From an optimization exercise on the open Yosys and OpenROAD flow, aimed at small area and a short achievable clock period; shortcuts taken in it are not production practice. Only simulation tests tie the RTL to the original design; equivalence was not proved. No activity file was given, so power comes from the tool's default toggle rates.

==> run a <==
// m6502_org
module m6502_org (clk, addr, dataenb, datai, datao, irq_n, nmi_n, sob_n, res_n,
   rdy, vpa, sync, we_n);
Settings: LEC_CHECK=0, CAP_MARGIN=20, CORE_MARGIN=2, CORE_UTILIZATION=40, SLEW_MARGIN=20; clock period 14.0 ns.
run.sh (not shown) runs the stock make flow with config.mk's settings and CLKGATE_MAP_FILE= SYNTH_SCRIPT=/design/flow/synth_recipe.tcl, a recipe that flattens the netlist after the stock synthesis.
==> run b: changes against run a <==
--- a/flow/design.v
+++ b/flow/design.v
@@ -131,20 +131,21 @@
 add4rpl addl (.a(datai[3:0]),
           .b(b[3:0]),
 .cin(gnd),
           .cout(cout4),
           .sum(datao[3:0]));
 endmodule  
 `timescale 1 ns / 1 ns
-module m6502alu (jreg, kreg, alu_ctl, alu2op, alu_out);
+module m6502alu (jreg, kreg, alu_ctl, alu2op, alu_out, log_out);
 input   [7:0] jreg;
 input   [7:0] kreg;
 input   [11:0] alu_ctl;
 output  [5:0] alu2op;
 output  [7:0] alu_out;
+output  [7:0] log_out;       
 wire sub = alu_ctl[0];
 wire cin = alu_ctl[4];
 wire bcd_en = alu_ctl[3];
 wire [7:0] j = jreg;
 wire [7:0] sx = {{7{kreg[7]}}, 1'b1};
 wire [7:0] bs_p = alu_ctl[7] ? kreg ^ {8{sub}} : alu_ctl[6] ? sx ^ {8{sub}} : {8{sub}};
 wire [7:0] bs_g = ({8{alu_ctl[7]}} & kreg | {8{alu_ctl[6] & ~alu_ctl[7]}} & sx) ^ {8{sub}};
@@ -1668,58 +1669,82 @@
 reg  [7:0] psrl;
 reg  [11:0] alu_ctl;
 reg  wel_n, z_flag_f, branch_carry_f, sob_n_f;
 reg  type1_calc, type2_calc, type2_write, type2_done, type3_calc;
 reg  resetl, reset_proc, nmi_proc, irq_proc, irq, nmi_pend, nmi1, nmi2;
 reg  [7:0] areg, xreg, yreg, sreg, dreg, jreg, kreg, lreg, hreg;
 reg  [15:0] pc;
-reg  syncl, vpa_r, dataenb_r;
+reg  syncl, vpa_r;
 reg  [2:0] domux_sel;
-reg  [15:0] addr_r;
-reg  [7:0] datao_r;
+reg  [1:0] adl_sel;
+reg  [3:0] adh_sel;
+reg  [7:0] alu_adr;        
 wire we_d_n, sreg_up, sreg_cen, opcode_ld, irq_pend;
 wire type1_read, type2_read, type3_read;
 wire [11:0] alu_ctl_d;
 wire [2:0] alu_ld;
 wire [6:0] prog_ctl;
 wire [6:0] rg_load;
 wire [7:0] psr_d, opcode_in;
 wire [8:1] state_in;
 wire [5:0] alu2op;
 wire [7:0] alu_out;
+wire [7:0] log_out;
+reg  [7:0] alu_r;          
 op_dcd sm (.opcode(opcode), .state(state), .psrl(psrl),
    .type1_calc(type1_calc), .type2_calc(type2_calc), .type2_write(type2_write),
    .type2_done(type2_done), .type3_calc(type3_calc),
    .z_flag_f(z_flag_f), .branch_carry_f(branch_carry_f),
    .reset_proc(reset_proc), .nmi_proc(nmi_proc), .irq_proc(irq_proc),
    .nmi_pend(nmi_pend), .irq(irq), .resetl(resetl), .rdy(rdy),
    .alu2op(alu2op), .datai(datai), .sob_n(sob_n), .sob_n_f(sob_n_f),
    .syncl(syncl),
    .sync_dcd(), .vpa(), .we_d_n(we_d_n), .alu_ctl_d(alu_ctl_d),
    .alu_ld(alu_ld), .sreg_up(sreg_up), .sreg_cen(sreg_cen),
    .prog_ctl(prog_ctl), .rg_load(rg_load), .adl_sel(),
-   .adh_sel(), .domux_sel(), .psr_d(psr_d),
+   .adh_sel(), .domux_sel(), .psr_d(),
    .type1_read(type1_read), .type2_read(type2_read), .type3_read(type3_read),
    .opcode_ld(opcode_ld), .opcode_in(opcode_in), .state_in(state_in),
    .irq_pend(irq_pend), .adh_alu());
+wire [7:0] psr_d1;
+op_dcd sm1 (.opcode(opcode), .state(state), .psrl(psrl),
+   .type1_calc(type1_calc), .type2_calc(type2_calc), .type2_write(type2_write),
+   .type2_done(type2_done), .type3_calc(type3_calc),
+   .z_flag_f(z_flag_f), .branch_carry_f(branch_carry_f),
+   .reset_proc(reset_proc), .nmi_proc(nmi_proc), .irq_proc(irq_proc),
+   .nmi_pend(nmi_pend), .irq(irq), .resetl(resetl), .rdy(1'b1),
+   .alu2op(alu2op), .datai(datai), .sob_n(sob_n), .sob_n_f(sob_n_f),
+   .syncl(syncl),
+   .sync_dcd(), .vpa(), .we_d_n(), .alu_ctl_d(),
+   .alu_ld(), .sreg_up(), .sreg_cen(),
+   .prog_ctl(), .rg_load(), .adl_sel(),
+   .adh_sel(), .domux_sel(), .psr_d(psr_d1),
+   .type1_read(), .type2_read(), .type3_read(),
+   .opcode_ld(), .opcode_in(), .state_in(),
+   .irq_pend(), .adh_alu());
+wire sob_fall = ~sob_n & sob_n_f;
+wire [7:0] psr_d0 = resetl ? 8'b0000_0100 : {psrl[7], psrl[6] | sob_fall, psrl[5:0]};
+assign psr_d = rdy ? psr_d1 : psr_d0;
 m6502alu alu (.jreg(jreg), .kreg(kreg), .alu_ctl(alu_ctl), .alu2op(alu2op),
-   .alu_out(alu_out));
-reg [7:0] dataol;
+   .alu_out(alu_out), .log_out(log_out));
+reg [7:0] dataor;
 always @* begin
    case (domux_sel)
-   3'b000: dataol = alu_out;
-   3'b001: dataol = areg;
-   3'b010: dataol = psrl;
-   3'b011: dataol = sreg;
-   3'b100: dataol = xreg;
-   3'b101: dataol = yreg;
-   3'b110: dataol = pc[15:8];
-   default: dataol = pc[7:0];
+   3'b000: dataor = 8'h00;
+   3'b001: dataor = areg;
+   3'b010: dataor = psrl;
+   3'b011: dataor = sreg;
+   3'b100: dataor = xreg;
+   3'b101: dataor = yreg;
+   3'b110: dataor = pc[15:8];
+   default: dataor = pc[7:0];
    endcase
 end
+wire dsel_alu = domux_sel == 3'b000;
+wire [7:0] dataol = dsel_alu ? alu_out : dataor;
 wire reset_proc_n = resetl ? 1'b1 : state[6] ? 1'b0 : reset_proc;
 wire irq_proc_n = (irq_pend & syncl & rdy) ? 1'b1 : (state[6] | resetl) ? 1'b0 : irq_proc;
 wire nmi_proc_n = (nmi_pend & syncl & rdy) ? 1'b1 : (state[6] | resetl) ? 1'b0 : nmi_proc;
 wire nmi_pend_n = (~nmi2 & nmi1) ? 1'b1 : (nmi_proc | resetl) ? 1'b0 : nmi_pend;
 wire [11:0] alu_ctl_n = rdy ? alu_ctl_d : alu_ctl;
 wire wel_n_n = rdy ? we_d_n : wel_n;
 wire z_flag_f_n = rdy ? alu2op[1] : z_flag_f;
@@ -1747,77 +1772,84 @@
                    prog_ctl[4] ? alu_out : hreg;
 wire [7:0] cntih = prog_ctl[6:5] != 2'b00 ? 8'hFF :
                    prog_ctl[3] ? datai : dataol;
 wire [15:0] pc_n = resetl ? 16'hFFFC :
                    (prog_ctl[2] | prog_ctl[4]) ? {cntih, cntil} :
                    prog_ctl[0] ? pc + 16'd1 : pc;
 wire [7:0] hreg_n = resetl ? 8'hFC : prog_ctl[1] ? (prog_ctl[3] ? datai : alu_out) : hreg;
-wire sync_n, vpa_n, adh_alu_n;
-wire [1:0] adl_sel_n;
-wire [3:0] adh_sel_n;
-wire [2:0] domux_sel_n;
-op_dcd nx (.opcode(opcode_n), .state(state_n), .psrl(psr_d),
-   .type1_calc(type1_calc_n), .type2_calc(type2_calc_n), .type2_write(type2_write_n),
-   .type2_done(type2_done_n), .type3_calc(type3_calc_n),
-   .z_flag_f(z_flag_f_n), .branch_carry_f(branch_carry_f_n),
-   .reset_proc(reset_proc_n), .nmi_proc(nmi_proc_n), .irq_proc(irq_proc_n),
-   .nmi_pend(nmi_pend_n), .irq(~irq_n), .resetl(~res_n), .rdy(1'b0),
+wire ld1 = syncl | resetl;
+wire [7:0] opcode_n1 = ld1 ? opcode_in : opcode;
+wire [8:1] state_n1 = ld1 ? 8'b0000_0001 : {state[7:1], 1'b0};
+wire sync_n1, vpa_n1, adh_alu_n1;
+wire [1:0] adl_sel_n1;
+wire [3:0] adh_sel_n1;
+wire [2:0] domux_sel_n1;
+op_dcd nx (.opcode(opcode_n1), .state(state_n1), .psrl(psr_d1),
+   .type1_calc(type1_read), .type2_calc(type2_read), .type2_write(type2_calc),
+   .type2_done(type2_write), .type3_calc(type3_read),
+   .z_flag_f(alu2op[1]), .branch_carry_f(alu2op[2]),
+   .reset_proc(1'b0), .nmi_proc(1'b0), .irq_proc(1'b0),
+   .nmi_pend(1'b0), .irq(1'b0), .resetl(1'b0), .rdy(1'b0),
    .alu2op(6'b0), .datai(8'h00), .sob_n(1'b1), .sob_n_f(1'b1),
    .syncl(1'b0),
-   .sync_dcd(sync_n), .vpa(vpa_n), .we_d_n(), .alu_ctl_d(),
+   .sync_dcd(sync_n1), .vpa(vpa_n1), .we_d_n(), .alu_ctl_d(),
    .alu_ld(), .sreg_up(), .sreg_cen(),
-   .prog_ctl(), .rg_load(), .adl_sel(adl_sel_n),
-   .adh_sel(adh_sel_n), .domux_sel(domux_sel_n), .psr_d(),
+   .prog_ctl(), .rg_load(), .adl_sel(adl_sel_n1),
+   .adh_sel(adh_sel_n1), .domux_sel(domux_sel_n1), .psr_d(),
    .type1_read(), .type2_read(), .type3_read(),
    .opcode_ld(), .opcode_in(), .state_in(),
-   .irq_pend(), .adh_alu(adh_alu_n));
-wire [7:0] alu_adr_n = jreg_n + {7'b0, alu_ctl_n[4]};
-wire [7:0] addrl_n = adl_sel_n == 2'b00 ? pc_n[7:0] :
-                     adl_sel_n == 2'b01 ? dreg_n :
-                     adl_sel_n == 2'b10 ? sreg_n : lreg_n;
-wire [7:0] pre_y_n;
-assign pre_y_n[0] = (alu_adr_n[0] & adh_sel_n[3] | dreg_n[0] & adh_sel_n[2] | adh_sel_n[0]) & ~adh_sel_n[1];
-assign pre_y_n[7:1] = (alu_adr_n[7:1] & {7{adh_sel_n[3]}} | dreg_n[7:1] & {7{adh_sel_n[2]}}) & ~{7{adh_sel_n[1] | adh_sel_n[0]}};
-wire [7:0] addrh_n = adh_sel_n == 4'b0000 ? pc_n[15:8] : pre_y_n;
-wire [7:0] alu_nx;
-m6502alu alu2 (.jreg(jreg), .kreg(kreg), .alu_ctl(alu_ctl_d & 12'hFF7), .alu2op(),
-   .alu_out(alu_nx));
-wire [7:0] alu_wr_n = rdy ? alu_nx : alu_out;
-reg [7:0] datao_n;
-always @* begin
-   case (domux_sel_n)
-   3'b000: datao_n = alu_wr_n;
-   3'b001: datao_n = areg_n;
-   3'b010: datao_n = psr_d;
-   3'b011: datao_n = sreg_n;
-   3'b100: datao_n = xreg_n;
-   3'b101: datao_n = yreg_n;
-   3'b110: datao_n = pc_n[15:8];
-   default: datao_n = pc_n[7:0];
-   endcase
-end
-assign addr = addr_r;
-assign datao = datao_r;
+   .irq_pend(), .adh_alu(adh_alu_n1));
+wire sync_b, vpa_b;
+wire [1:0] adl_sel_b;
+wire [3:0] adh_sel_b;
+wire [2:0] domux_sel_b;
+op_dcd brk (.opcode(8'h00), .state(state), .psrl(psrl),
+   .type1_calc(type1_calc), .type2_calc(type2_calc), .type2_write(type2_write),
+   .type2_done(type2_done), .type3_calc(type3_calc),
+   .z_flag_f(z_flag_f), .branch_carry_f(branch_carry_f),
+   .reset_proc(1'b0), .nmi_proc(1'b0), .irq_proc(1'b0),
+   .nmi_pend(1'b0), .irq(1'b0), .resetl(1'b0), .rdy(1'b0),
+   .alu2op(6'b0), .datai(8'h00), .sob_n(1'b1), .sob_n_f(1'b1),
+   .syncl(1'b0),
+   .sync_dcd(sync_b), .vpa(vpa_b), .we_d_n(), .alu_ctl_d(),
+   .alu_ld(), .sreg_up(), .sreg_cen(),
+   .prog_ctl(), .rg_load(), .adl_sel(adl_sel_b),
+   .adh_sel(adh_sel_b), .domux_sel(domux_sel_b), .psr_d(),
+   .type1_read(), .type2_read(), .type3_read(),
+   .opcode_ld(), .opcode_in(), .state_in(),
+   .irq_pend(), .adh_alu());
+wire bv2 = state[2] & opcode[7:6] == 2'b01 & opcode[4:0] == 5'b10000;
+wire sync_n0 = bv2 ? psr_d0[6] ^ opcode[5] : syncl;
+wire [7:0] alu_adr_n = rdy ? datai + {7'b0, alu2op[3]} : alu_adr;
+wire [7:0] alu_wr = alu_ctl[5] ? 8'h00 : alu_ctl[2] ? log_out : alu_r;
+wire [7:0] addrl = adl_sel == 2'b00 ? pc[7:0] :
+                   adl_sel == 2'b01 ? dreg :
+                   adl_sel == 2'b10 ? sreg : lreg;
+wire [7:0] pre_y;
+assign pre_y[0] = (alu_adr[0] & adh_sel[3] | dreg[0] & adh_sel[2] | adh_sel[0]) & ~adh_sel[1];
+assign pre_y[7:1] = (alu_adr[7:1] & {7{adh_sel[3]}} | dreg[7:1] & {7{adh_sel[2]}}) & ~{7{adh_sel[1] | adh_sel[0]}};
+wire [7:0] addrh = adh_sel == 4'b0000 ? pc[15:8] : pre_y;
+assign addr = {addrh, addrl};
+assign datao = dsel_alu ? alu_wr : dataor;
 assign we_n = wel_n;
-assign dataenb = dataenb_r;
+assign dataenb = ~wel_n;
 assign sync = syncl;
 assign vpa = vpa_r;
 always @(posedge clk) begin
    psrl <= psr_d;
    reset_proc <= reset_proc_n;
    irq_proc <= irq_proc_n;
    nmi_proc <= nmi_proc_n;
    resetl <= ~res_n;
    irq <= ~irq_n;
    nmi_pend <= nmi_pend_n;
    nmi2 <= nmi1;
    nmi1 <= ~nmi_n;
    alu_ctl <= alu_ctl_n;
    wel_n <= wel_n_n;
-   dataenb_r <= ~wel_n_n;
    z_flag_f <= z_flag_f_n;
    branch_carry_f <= branch_carry_f_n;
    type1_calc <= type1_calc_n;
    type2_done <= type2_done_n;
    type2_write <= type2_write_n;
    type2_calc <= type2_calc_n;
    type3_calc <= type3_calc_n;
@@ -1830,14 +1862,23 @@
    yreg <= yreg_n;
    lreg <= lreg_n;
    jreg <= jreg_n;
    kreg <= kreg_n;
    sreg <= sreg_n;
    pc <= pc_n;
    hreg <= hreg_n;
-   syncl <= sync_n;
-   vpa_r <= vpa_n;
-   domux_sel <= domux_sel_n;
-   addr_r <= {addrh_n, addrl_n};
-   datao_r <= datao_n;
+   syncl <= rdy ? sync_n1 : resetl ? sync_b : sync_n0;
+   if (rdy) begin
+      vpa_r <= vpa_n1;
+      domux_sel <= domux_sel_n1;
+      adl_sel <= adl_sel_n1;
+      adh_sel <= adh_sel_n1;
+   end else if (resetl) begin
+      vpa_r <= vpa_b;
+      domux_sel <= domux_sel_b;
+      adl_sel <= adl_sel_b;
+      adh_sel <= adh_sel_b;
+   end
+   alu_adr <= alu_adr_n;
+   alu_r <= alu_out;
 end
 endmodule
==> flow/config.mk (replaced) <==
export PLATFORM = sky130hd
export DESIGN_NAME = m6502_org
export DESIGN_NICKNAME = m6502_org
export VERILOG_FILES = /design/flow/design.v
export SDC_FILE = /design/flow/constraint.sdc
export NUM_CORES = 4
export LEC_CHECK = 0
export ABC_AREA = 1
export CAP_MARGIN = 60
export CORE_MARGIN = 2
export CORE_UTILIZATION = 40
export SLEW_MARGIN = 60
==> notes <==
- Of run b and run a, run b has the higher clock power (gap about 2%, measured against run a).
- In run a the cell area is larger than in run b, by about 17%.
- In run a the via count is higher than in run b, by 31%.
- Against run b, the die area of run a is larger by about 20%.
==> figures <==
Run status: run a complete, no violations; run b complete, no violations
Slowest stage delay, CP: run a 0.99 ns; run b 0.56 ns
Switching part of the total: run a 0.4969; run b 0.4473
Area of placed instances: run a 0.01722 sq mm; run b 0.01455 sq mm
Total core area: run a 0.04001 sq mm; run b 0.03336 sq mm
Total Wirelength: run a 83870 um; run b 58090 um
Seq/total area: run a 0.2034; run b 0.2982
Non-clock inverters: run a 87; run b 315
Die extent in y: run a 206.0 um; run b 187.5 um
Antenna violations before repair: run a 1; run b 0

==> static timing again, ports no longer ideal <==
The flow's constraints put no driver on any port. The routed layouts listed below were extracted and timed again, unchanged, in two steps.
Step 1 sets driving cells, clkbuf_16 on the clock port and buf_2 on the other inputs (assumed; they add their load-dependent delay and slew).
Step 2 adds t to the input delays and takes it off the output delays; t is the mean of the earliest and latest rising clock arrival at the registers after step 1. Input paths then give back, and output paths get back, about the clock's delay inside the block.
Three values: ideal, step 1, step 2; two values: the first two.
run	t (ns)	setup slack, ns	clock arrival spread, ns	cell pins on the clock port's net
run a	0.548	5.717 / 5.740 / 5.193	0.023 / 0.023	1
run b	0.497	7.542 / 7.489 / 7.512	0.014 / 0.014	1
After both steps every run listed still meets setup and hold. The setup slack of run a, which loses most, moves by +0.023 ns with the drivers and by -0.524 ns with both steps.
